Background: an optimization exercise with open tools, aiming at small area. Do not read the settings as production practice. In this exercise RTL edits were held to simulation tests only and were not proved equivalent to the original.

== north ==
==> flow/design.v (excerpt) <==
module top(input clk,
           input rst_n,
           input weight_select,
           input [7:0] fmaps_in1,
           input [7:0] fmaps_in2,
           input [7:0] fmaps_in3,
           input [7:0] fmaps_in4,
           input [7:0] fmaps_in5,
           input [7:0] fmaps_in6,
           input [7:0] fmaps_in7,
           input [7:0] weight_in1,
           input [7:0] weight_in2,
           input [7:0] weight_in3,
           input [7:0] weight_in4,
           input [7:0] weight_in5,
           output [1:0] cs,
           output [1:0] we,
           output [4:0] fmaps_addr,
           output [5:0] weight_addr,
           output valid,
           output signed [20:0] acc);
    reg        worken;
    reg [4:0]  faddr;
    reg [5:0]  waddr1;
    reg        started;
    always @(posedge clk or negedge rst_n) begin
        if (!rst_n) begin
            worken  <= 1'b0;
            faddr   <= 5'd0;
            waddr1  <= 6'd18;
            started <= 1'b0;
  ...
For scale: roughly 3100 cells after synthesis, roughly 360 flip-flops, about 34000 um^2 of cells after synthesis.
export LEC_CHECK = 0
export CAP_MARGIN = 20
export CORE_MARGIN = 2
export CORE_UTILIZATION = 65
export SLEW_MARGIN = 20
export SYNTH_HIERARCHICAL = 1
export SYNTH_MINIMUM_KEEP_SIZE = 0
create_clock -name core_clock -period 7.0 [get_ports {clk}]
standard.sh (not shown) runs the stock make flow with config.mk's settings and CLKGATE_MAP_FILE= SYNTH_SCRIPT=/design/flow/synth_recipe.tcl, a recipe that flattens the netlist after the stock synthesis.
==> flow/flow/run.sh <==
#!/bin/bash
# The standard synthesis and layout (the standard.sh), with one change:
# the input and output ports are buffered with sky130_fd_sc_hd__buf_1
# instead of the placer's default buffer cell.  Each step's output goes to a
# log file of its own in this folder.
set -euo pipefail
bash standard.sh synth > synth.log 2>&1
export BUFFER_PORTS_ARGS="-buffer_cell sky130_fd_sc_hd__buf_1"
bash standard.sh finish > layout.log 2>&1
Setup changes, north to south
==> flow/run.sh (new file) <==
#!/bin/bash
# synth_recipe.tcl (not shown) runs the flow's synth.tcl, then flattens the netlist and writes it again
# the make line also repeats each setting of config.mk as NAME=value (left out here)
make -C /OpenROAD-flow-scripts/flow DESIGN_CONFIG=/design/flow/config.mk WORK_HOME=/design/flow/orfs CLKGATE_MAP_FILE= SYNTH_SCRIPT=/design/flow/synth_recipe.tcl finish
removed: flow/flow/run.sh
removed: flow/standard.sh
[summary]
Going from north to south, the CTS buffer count was found to have gone up by 1. Diff north -> south: count of clock buffers in the final design was more or less identical, inverter count was more or less identical, number of placed I/O pins was more or less identical. Beginning of the critical path = w3_2[2]: north; beginning of the critical path = weight_in1[3]: south.
Relative to south, the following input files were edited for east:
==> flow/flow/run.sh (new file) <==
#!/bin/bash
# The standard synthesis and layout (the standard.sh), with two changes:
# the input and output ports are buffered with sky130_fd_sc_hd__buf_1
# instead of the placer's default buffer cell, and clock tree synthesis
# uses larger sink clusters and no dummy loads.  Each step's output goes to
# a log file of its own in this folder.
set -euo pipefail
bash standard.sh synth > synth.log 2>&1
export BUFFER_PORTS_ARGS="-buffer_cell sky130_fd_sc_hd__buf_1"
export CTS_ARGS="-sink_clustering_enable -repair_clock_nets -dont_use_dummy_load -sink_clustering_size 30 -sink_clustering_max_diameter 100"
bash standard.sh finish > layout.log 2>&1
==> flow/standard.sh (new file) <==
#!/bin/bash
# synth_recipe.tcl (not shown) runs the flow's synth.tcl, then flattens the netlist and writes it again
# the make line also repeats each setting of config.mk as NAME=value (left out here)
make -C /OpenROAD-flow-scripts/flow DESIGN_CONFIG=/design/flow/config.mk WORK_HOME=/design/flow/orfs CLKGATE_MAP_FILE= SYNTH_SCRIPT=/design/flow/synth_recipe.tcl "${@:-finish}"
removed: flow/run.sh
[summary]
- In east the slew at the pin closest to its max-slew limit turned out 0.085 ns lower than in south.
- Taking south as the reference, in east initial antenna violation count fell by 2, worst setup slack fell by 0.017 ns.
- Diff south -> east: number of global-route vias before repair now sits lower, worst hold slack fell by 0.0042 ns, non-clock buffer count lost 17%.
Changes in west relative to east:
Settings: swapping 20 for 0 in CAP_MARGIN; swapping 20 for 0 in SLEW_MARGIN.
==> comparison <==
On count of unresolved DRC violations after routing, west and east are basically level.
Diff east -> west: number of ordinary and repair buffers in the finished layout held; global-route wire length before repair held; post-detailed-placement cell area held; share of synthesized area occupied by flip-flops and latches held.
Final sum of negative setup slack essentially unchanged between west and east.
There was hardly any difference in standard cell core area between west and east.
Basic-gate share of the synthesized area counting and, or, nand and nor cells came out exactly the same in west and east.
Reported for west and east, share of async-settable or async-resettable flops after synthesis turned out identical to the last digit.

========
Another version of the RTL of top (not shown whole).
For scale: roughly 360 flip-flops, roughly 140 I/O pins, ~34000 um2 of cells after synthesis.
Design top, start of the top module:
module top(input clk,
           input rst_n,
           input weight_select,
           input [7:0] fmaps_in1,
           input [7:0] fmaps_in2,
           input [7:0] fmaps_in3,
           input [7:0] fmaps_in4,
           input [7:0] fmaps_in5,
           input [7:0] fmaps_in6,
           input [7:0] fmaps_in7,
           input [7:0] weight_in1,
           input [7:0] weight_in2,
           input [7:0] weight_in3,
           input [7:0] weight_in4,
           input [7:0] weight_in5,
           output [1:0] cs,
           output [1:0] we,
           output [4:0] fmaps_addr,
           output [5:0] weight_addr,
           output valid,
           output signed [20:0] acc);
Settings: LEC_CHECK=0, CAP_MARGIN=20, CORE_MARGIN=2, CORE_UTILIZATION=65, SLEW_MARGIN=20, SYNTH_HIERARCHICAL=1, SYNTH_MINIMUM_KEEP_SIZE=0; clock period 7.0 ns.
run.sh (not shown) runs the stock make flow with config.mk's settings and CLKGATE_MAP_FILE= SYNTH_SCRIPT=/design/flow/synth_recipe.tcl, a recipe that flattens the netlist after the stock synthesis.
Stock flow here: none of the scripts above is used.
The first run ran to the end with no violations.
Edit:
- CTS_BUF_LIST: unset -> sky130_fd_sc_hd__clkbuf_4 sky130_fd_sc_hd__clkbuf_8
- GPL_TIMING_DRIVEN: unset -> 0
- The changed run finished with setup timing left
- register-to-register slack loses 170 ps
- cell count rose by 3.0%
Edit:
==> flow/flow/run.sh (new file) <==
#!/bin/bash
# The standard synthesis and layout (the standard.sh), with two changes:
# the input and output ports are buffered with sky130_fd_sc_hd__buf_1
# instead of the placer's default buffer cell, and clock tree synthesis
# uses larger sink clusters and no dummy loads.  Each step's output goes to
# a log file of its own in this folder.
set -euo pipefail
bash standard.sh synth > synth.log 2>&1
export BUFFER_PORTS_ARGS="-buffer_cell sky130_fd_sc_hd__buf_1"
export CTS_ARGS="-sink_clustering_enable -repair_clock_nets -dont_use_dummy_load -sink_clustering_size 30 -sink_clustering_max_diameter 100"
bash standard.sh finish > layout.log 2>&1
==> flow/standard.sh (new file) <==
#!/bin/bash
# synth_recipe.tcl (not shown) runs the flow's synth.tcl, then flattens the netlist and writes it again
# the make line also repeats each setting of config.mk as NAME=value (left out here)
make -C /OpenROAD-flow-scripts/flow DESIGN_CONFIG=/design/flow/config.mk WORK_HOME=/design/flow/orfs CLKGATE_MAP_FILE= SYNTH_SCRIPT=/design/flow/synth_recipe.tcl "${@:-finish}"
- CTS_BUF_LIST: sky130_fd_sc_hd__clkbuf_4 sky130_fd_sc_hd__clkbuf_8 -> unset
- GPL_TIMING_DRIVEN: 0 -> unset
removed: flow/run.sh
Effect:
- Now the flow finished clean
- routed wire length went up by 1.8%
- worst hold slack barely changes
- final cell count is lower by about 5.5%
- utilization came out lower by 2.8 points
- flip-flop and latch count stays the same
Edit:
- PLACE_DENSITY: unset -> 0.7
Result: Hold slack hardly moves; non-clock buffer count does not change; wire length increases by a few percent; synthesized cell count is unchanged; setup slack improves by 4.7 ps; maximum frequency stays flat.

========
top, a different RTL version from the one above (not shown whole).
For scale: ~3000 cells after synthesis, roughly 35000 sq um of cells after synthesis.
clock: 7.0 ns
lec_check: 0
cap_margin: 0
core_margin: 2
core_utilization: 70
slew_margin: 0
synth_hierarchical: 1
synth_minimum_keep_size: 0
Stock flow here: none of the scripts above is used.
The first run ran to the end with no violations.
Edit:
CAP_MARGIN = 20   (was 0)
CORE_UTILIZATION = 55   (was 70)
SLEW_MARGIN = 20   (was 0)
The changed run completed without violations.
Area after synthesis is unchanged.
Setup slack is better by 17 ps.
Maximum frequency hardly moves.
Global-route usage decreases by 11 points.

========
top, a different RTL version from the one above (not shown whole).
Size: about 2900 cells after synthesis, about 380 flip-flops, ~140 I/O pins, ~33000 µm² of cells after synthesis.
clock: 7.0 ns
lec_check: 0
cap_margin: 20
core_margin: 2
core_utilization: 65
place_density: 0.7
slew_margin: 20
synth_hierarchical: 1
synth_minimum_keep_size: 0
standard.sh (not shown) runs the stock make flow with config.mk's settings and CLKGATE_MAP_FILE= SYNTH_SCRIPT=/design/flow/synth_recipe.tcl, a recipe that flattens the netlist after the stock synthesis.
==> flow/flow/run.sh <==
#!/bin/bash
# The standard synthesis and layout (the standard.sh), with two changes:
# the input and output ports are buffered with sky130_fd_sc_hd__buf_1
# instead of the placer's default buffer cell, and clock tree synthesis
# uses larger sink clusters and no dummy loads.  Each step's output goes to
# a log file of its own in this folder.
set -euo pipefail
bash standard.sh synth > synth.log 2>&1
export BUFFER_PORTS_ARGS="-buffer_cell sky130_fd_sc_hd__buf_1"
export CTS_ARGS="-sink_clustering_enable -repair_clock_nets -dont_use_dummy_load -sink_clustering_size 30 -sink_clustering_max_diameter 100"
bash standard.sh finish > layout.log 2>&1
==> next run, changes <==
--- a/flow/config.mk
+++ b/flow/config.mk
@@ -9,5 +9,4 @@
 export CORE_MARGIN = 2
 export CORE_UTILIZATION = 65
-export PLACE_DENSITY = 0.7
 export SLEW_MARGIN = 20
 export SYNTH_HIERARCHICAL = 1
Via count went up slightly.
Design area barely changes.
Final cell count barely changes.

## port drivers added, routing unchanged
Ports are ideal in the flow. The routed layouts listed here were re-timed in OpenROAD.
Step 1: set_driving_cell puts a clkbuf_16 on clk and a buf_2 on each other input, an assumption about the parent block.
Step 2, shift: input delay + t, output delay - t, t = (earliest + latest rising clock arrival at the registers) / 2. This alone moves slack from input paths to output paths.
Slacks: ideal / step 1 / step 2; pairs: ideal / step 1.
| run | shift t [ns] | setup WS [ns] | worst register clock-pin slew, ns | worst data-port slew with drivers (ns) | cell pins on the clock port's net |
|---|---|---|---|---|---|
| north | 0.660 | 0.264 / 0.264 / -0.111 | 0.07 / 0.07 | 0.06 | 1 |
| south | 0.651 | 0.253 / 0.269 / -0.357 | 0.07 / 0.07 | 0.06 | 1 |
| east | 0.611 | 0.236 / 0.236 / -0.121 | 0.11 / 0.11 | 0.05 | 1 |
| west | 0.611 | 0.236 / 0.236 / -0.121 | 0.11 / 0.11 | 0.05 | 1 |
| the first run of note 2 | 0.652 | 0.172 / 0.172 / -0.256 | 0.07 / 0.07 | 0.09 | 1 |
| the second run of note 2 | 0.739 | 0.000 / 0.000 / -0.677 | 0.07 / 0.07 | 0.05 | 1 |
| the third run of note 2 | 0.619 | 0.162 / 0.162 / -0.271 | 0.11 / 0.11 | 0.06 | 1 |
| the fourth run of note 2 | 0.619 | 0.167 / 0.167 / -0.213 | 0.12 / 0.12 | 0.05 | 1 |
| the first run of note 3 | 0.656 | 0.178 / 0.217 / -0.439 | 0.07 / 0.07 | 0.11 | 1 |
| the second run of note 3 | 0.645 | 0.195 / 0.178 / -0.467 | 0.07 / 0.07 | 0.13 | 1 |
| the first run of note 4 | 0.607 | 0.110 / 0.110 / -0.264 | 0.11 / 0.11 | 0.10 | 1 |
| the second run of note 4 | 0.625 | 0.141 / 0.141 / -0.347 | 0.11 / 0.11 | 0.06 | 1 |
The setup slack of the second run of note 2, which loses most, moves by 0.000 ns with the drivers and by -0.677 ns with both steps.
